What follows belongs to an exercise in optimizing a design on an open flow for small area; a production flow would make more cautious choices.
The RTL was checked by simulation tests, not by an equivalence proof against the original design.
Power is estimated from default activity; no workload was simulated.

==> flow/design.v <==
`timescale 1ns / 1ps
module FIFO #(
	parameter WIDTH = 8,
	parameter DEPTH = 8
	)(
	input clk,
	input rst_n,
	input [WIDTH - 1:0] writeData,
	input writeEn,
	output [WIDTH - 1:0] readData,
	input readEn,
	output full,
	output empty
	);
	localparam AW = $clog2(DEPTH);
	logic [AW:0] count;  
	logic [DEPTH - 1:0][WIDTH - 1:0] mem;
	assign full = count[AW];
	assign empty = count == 0;
	assign readData = mem[count[AW - 1:0]];
	always @(posedge clk) begin
		if (writeEn)
			mem <= {mem[DEPTH - 2:0], writeData};
		if (~rst_n)
			count <= 0;
		else if (writeEn & ~readEn)
			count <= count + 1'b1;
		else if (readEn & ~writeEn)
			count <= count - 1'b1;
	end
endmodule
`timescale 1ns / 1ps
module SPIwithFIFO #(
	parameter WIDTH = 8,
	parameter TxFIFODepth = 8,
	parameter RxFIFODepth = 8
	)(
	input clk,
	input rst_n,
    input CS_n,
    input SCLK,
    input MOSI,
    output MISO,
	output [WIDTH - 1:0] RXdata,
	input readEn,
	output RXFIFOempty,
	output RXFIFOfull,
	output TXFIFOempty,
	output TXFIFOfull,
	input [WIDTH - 1:0] TXdata,
	input writeEn
    );
	localparam RXAW = $clog2(RxFIFODepth);
	logic CS_nHist;  
	logic prevSCLK;
	logic CS_nFallingEdge;
	logic sclkRise, sclkFall;
	assign CS_nFallingEdge = CS_nHist & ~CS_n;
	assign sclkRise = ~prevSCLK & SCLK;
	assign sclkFall = prevSCLK & ~SCLK;
	always @(posedge clk) begin
		CS_nHist <= CS_n;
		prevSCLK <= SCLK;
	end
	logic [WIDTH - 1:0] shiftIn;
	logic [2:0] rxBitCount;
	logic rxByteDone;    
	logic writeRXFIFO;   
	always @(posedge clk) begin
		if (sclkRise)
			shiftIn <= {shiftIn[WIDTH - 2:0], MOSI};
		if (~rst_n) begin
			rxBitCount <= 3'b000;
			rxByteDone <= 1'b0;
			writeRXFIFO <= 1'b0;
		end else begin
			writeRXFIFO <= rxByteDone;
			rxByteDone <= sclkRise && rxBitCount == 3'b100;  
			if (CS_nFallingEdge)
				rxBitCount <= 3'b000;
			else if (sclkRise)
				rxBitCount <= {rxBitCount[1:0], ~(rxBitCount[2] ^ (rxBitCount[1] & ~rxBitCount[0]))};
		end
	end
	logic [RxFIFODepth - 1:0][WIDTH - 1:0] rxMem;
	logic [RXAW - 1:0] rxCount;  
	logic rxPending;
	logic rxShift;
	logic [WIDTH - 1:0] rxMux;
	always @* begin
		rxMux = 0;
		for (int j = 0; j < RxFIFODepth; j = j + 1)
			rxMux = rxMux | (rxMem[j] & {WIDTH{rxCount == j}});
	end
	assign RXdata = rxMux;
	assign RXFIFOempty = rxCount == 0;
	assign RXFIFOfull = rxPending;
	assign rxShift = writeRXFIFO ? (~&rxCount | readEn) : (rxPending & readEn);
	always @(posedge clk) begin
		if (~rst_n)
			rxMem[0] <= 0;  
		else if (rxShift)
			rxMem <= {rxMem[RxFIFODepth - 2:0], shiftIn};
		if (~rst_n) begin
			rxCount <= 0;
			rxPending <= 1'b0;
		end else begin
			if (rxShift & ~readEn)
				rxCount <= rxCount + 1'b1;
			else if (readEn & ~rxShift)
				rxCount <= rxCount - 1'b1;
			if (rxPending)
				rxPending <= ~readEn;
			else
				rxPending <= writeRXFIFO & (&rxCount) & ~readEn;
		end
	end
	logic [WIDTH - 1:0] shiftOut;
	logic [3:0] txBitCount;
	logic [3:0] txBitCountDec;
	logic readTXFIFO;   
	logic loadTX;       
	logic [WIDTH - 1:0] TXFIFOdata;
	assign MISO = shiftOut[WIDTH - 1];
	assign txBitCountDec = {txBitCount[2:0],
		txBitCount[2] ? (txBitCount[3] ^ (txBitCount[1] & txBitCount[0])) : ~txBitCount[3]};
	FIFO #(.WIDTH(WIDTH), .DEPTH(TxFIFODepth)) TXFIFO (
		.clk(clk),
		.rst_n(rst_n),
		.writeData(TXdata),
		.writeEn(writeEn),
		.readData(TXFIFOdata),
		.readEn(readTXFIFO),
		.full(TXFIFOfull),
		.empty(TXFIFOempty)
	);
	logic startTX;
	assign startTX = ~readTXFIFO & ~loadTX && txBitCount == 4'b0000 && ~TXFIFOempty && ~CS_nFallingEdge;
	always @(posedge clk) begin
		if (~rst_n) begin
			shiftOut <= 0;
			txBitCount <= 4'b0110;
			readTXFIFO <= 1'b0;
			loadTX <= 1'b0;
		end else begin
			readTXFIFO <= startTX;
			loadTX <= readTXFIFO;
			if (sclkFall)
				shiftOut <= {shiftOut[WIDTH - 2:0], 1'b0};
			else if (loadTX)
				shiftOut <= TXFIFOdata;
			if (sclkFall)
				txBitCount <= txBitCountDec;
			else if (startTX | CS_nFallingEdge)
				txBitCount <= 4'b0110;
		end
	end
endmodule
clock: 5.0 ns
lec_check: 0
cap_margin: 20
core_margin: 2
core_utilization: 70
cts_buf_list: sky130_fd_sc_hd__clkbuf_8
slew_margin: 20
standard.sh (not shown) runs the stock make flow with config.mk's settings and CLKGATE_MAP_FILE= SYNTH_SCRIPT=/design/flow/synth_recipe.tcl, a recipe that flattens the netlist after the stock synthesis.
==> flow/flow/run.sh <==
#!/bin/bash
# The standard layout (standard.sh), except that:
# - the input and output ports get the smallest buffer cell;
# - clock tree synthesis adds no dummy loads (cells that only balance the
#   load of the clock tree's leaf nets).
# Each tool's output goes to its own log under orfs/logs; standard.log holds
# the make output.
export BUFFER_PORTS_ARGS="-buffer_cell sky130_fd_sc_hd__buf_1"
export CTS_ARGS="-sink_clustering_enable -repair_clock_nets -buf_list sky130_fd_sc_hd__clkbuf_8 -dont_use_dummy_load"
bash standard.sh > standard.log 2>&1
The baseline ran to the end with no violations.
Next try:
--- a/flow/design.v
+++ b/flow/design.v
@@ -133,24 +133,25 @@
 		.readEn(readTXFIFO),
 		.full(TXFIFOfull),
 		.empty(TXFIFOempty)
 	);
+	logic shiftOutEn;
+	logic [WIDTH - 1:0] shiftOutNext;
+	assign shiftOutEn = ~rst_n | sclkFall | loadTX;
+	assign shiftOutNext = ~rst_n ? {WIDTH{1'b0}} : sclkFall ? {shiftOut[WIDTH - 2:0], 1'b0} : TXFIFOdata;
 	logic startTX;
 	assign startTX = ~readTXFIFO & ~loadTX && txBitCount == 4'b0000 && ~TXFIFOempty && ~CS_nFallingEdge;
 	always @(posedge clk) begin
+		if (shiftOutEn)
+			shiftOut <= shiftOutNext;
 		if (~rst_n) begin
-			shiftOut <= 0;
 			txBitCount <= 4'b0110;
 			readTXFIFO <= 1'b0;
 			loadTX <= 1'b0;
 		end else begin
 			readTXFIFO <= startTX;
 			loadTX <= readTXFIFO;
 			if (sclkFall)
-				shiftOut <= {shiftOut[WIDTH - 2:0], 1'b0};
-			else if (loadTX)
-				shiftOut <= TXFIFOdata;
-			if (sclkFall)
 				txBitCount <= txBitCountDec;
 			else if (startTX | CS_nFallingEdge)
 				txBitCount <= 4'b0110;
 		end
What happened: The new run went through all stages and came out clean; total power went up by about 1.1%; setup slack gains 0.039 ns; design area shrinks by 1.0%; synthesized area went down by about 2%; global-route usage goes up by 0.11 points; wire length came out higher by about 1.6%; via count came out lower by 0.80%; critical path depth stays the same; core utilization is higher by 2.2 points; non-clock buffer count is higher by 1; fmax grows by 1.2%; clock power goes up by about 0.7%; combinational power climbs by about 3%.

[what the ideal ports hide]
The flow's constraints put no driver on any port. The routed layouts listed below were extracted and timed again, unchanged, in two steps.
Step 1 assumes that a clkbuf_16 drives the clock port and a buf_2 every other input.
Step 2, shift: input delay + t, output delay - t, t = (earliest + latest rising clock arrival at the registers) / 2. This alone moves slack from input paths to output paths.
Slacks: ideal / step 1 / step 2; pairs: ideal / step 1.
| run | t, ns | setup slack, ns | hold WS [ns] | worst setup path after step 2 | latest minus earliest clock arrival (ns) |
|---|---|---|---|---|---|
| the first run | 0.449 | 1.620 / 1.590 / 2.038 | 0.419 / 0.419 / 0.419 | register to output | 0.034 / 0.035 |
| the second run | 0.450 | 1.659 / 1.625 / 2.051 | 0.434 / 0.434 / 0.434 | input to register | 0.032 / 0.032 |
After both steps every run listed still meets setup and hold.
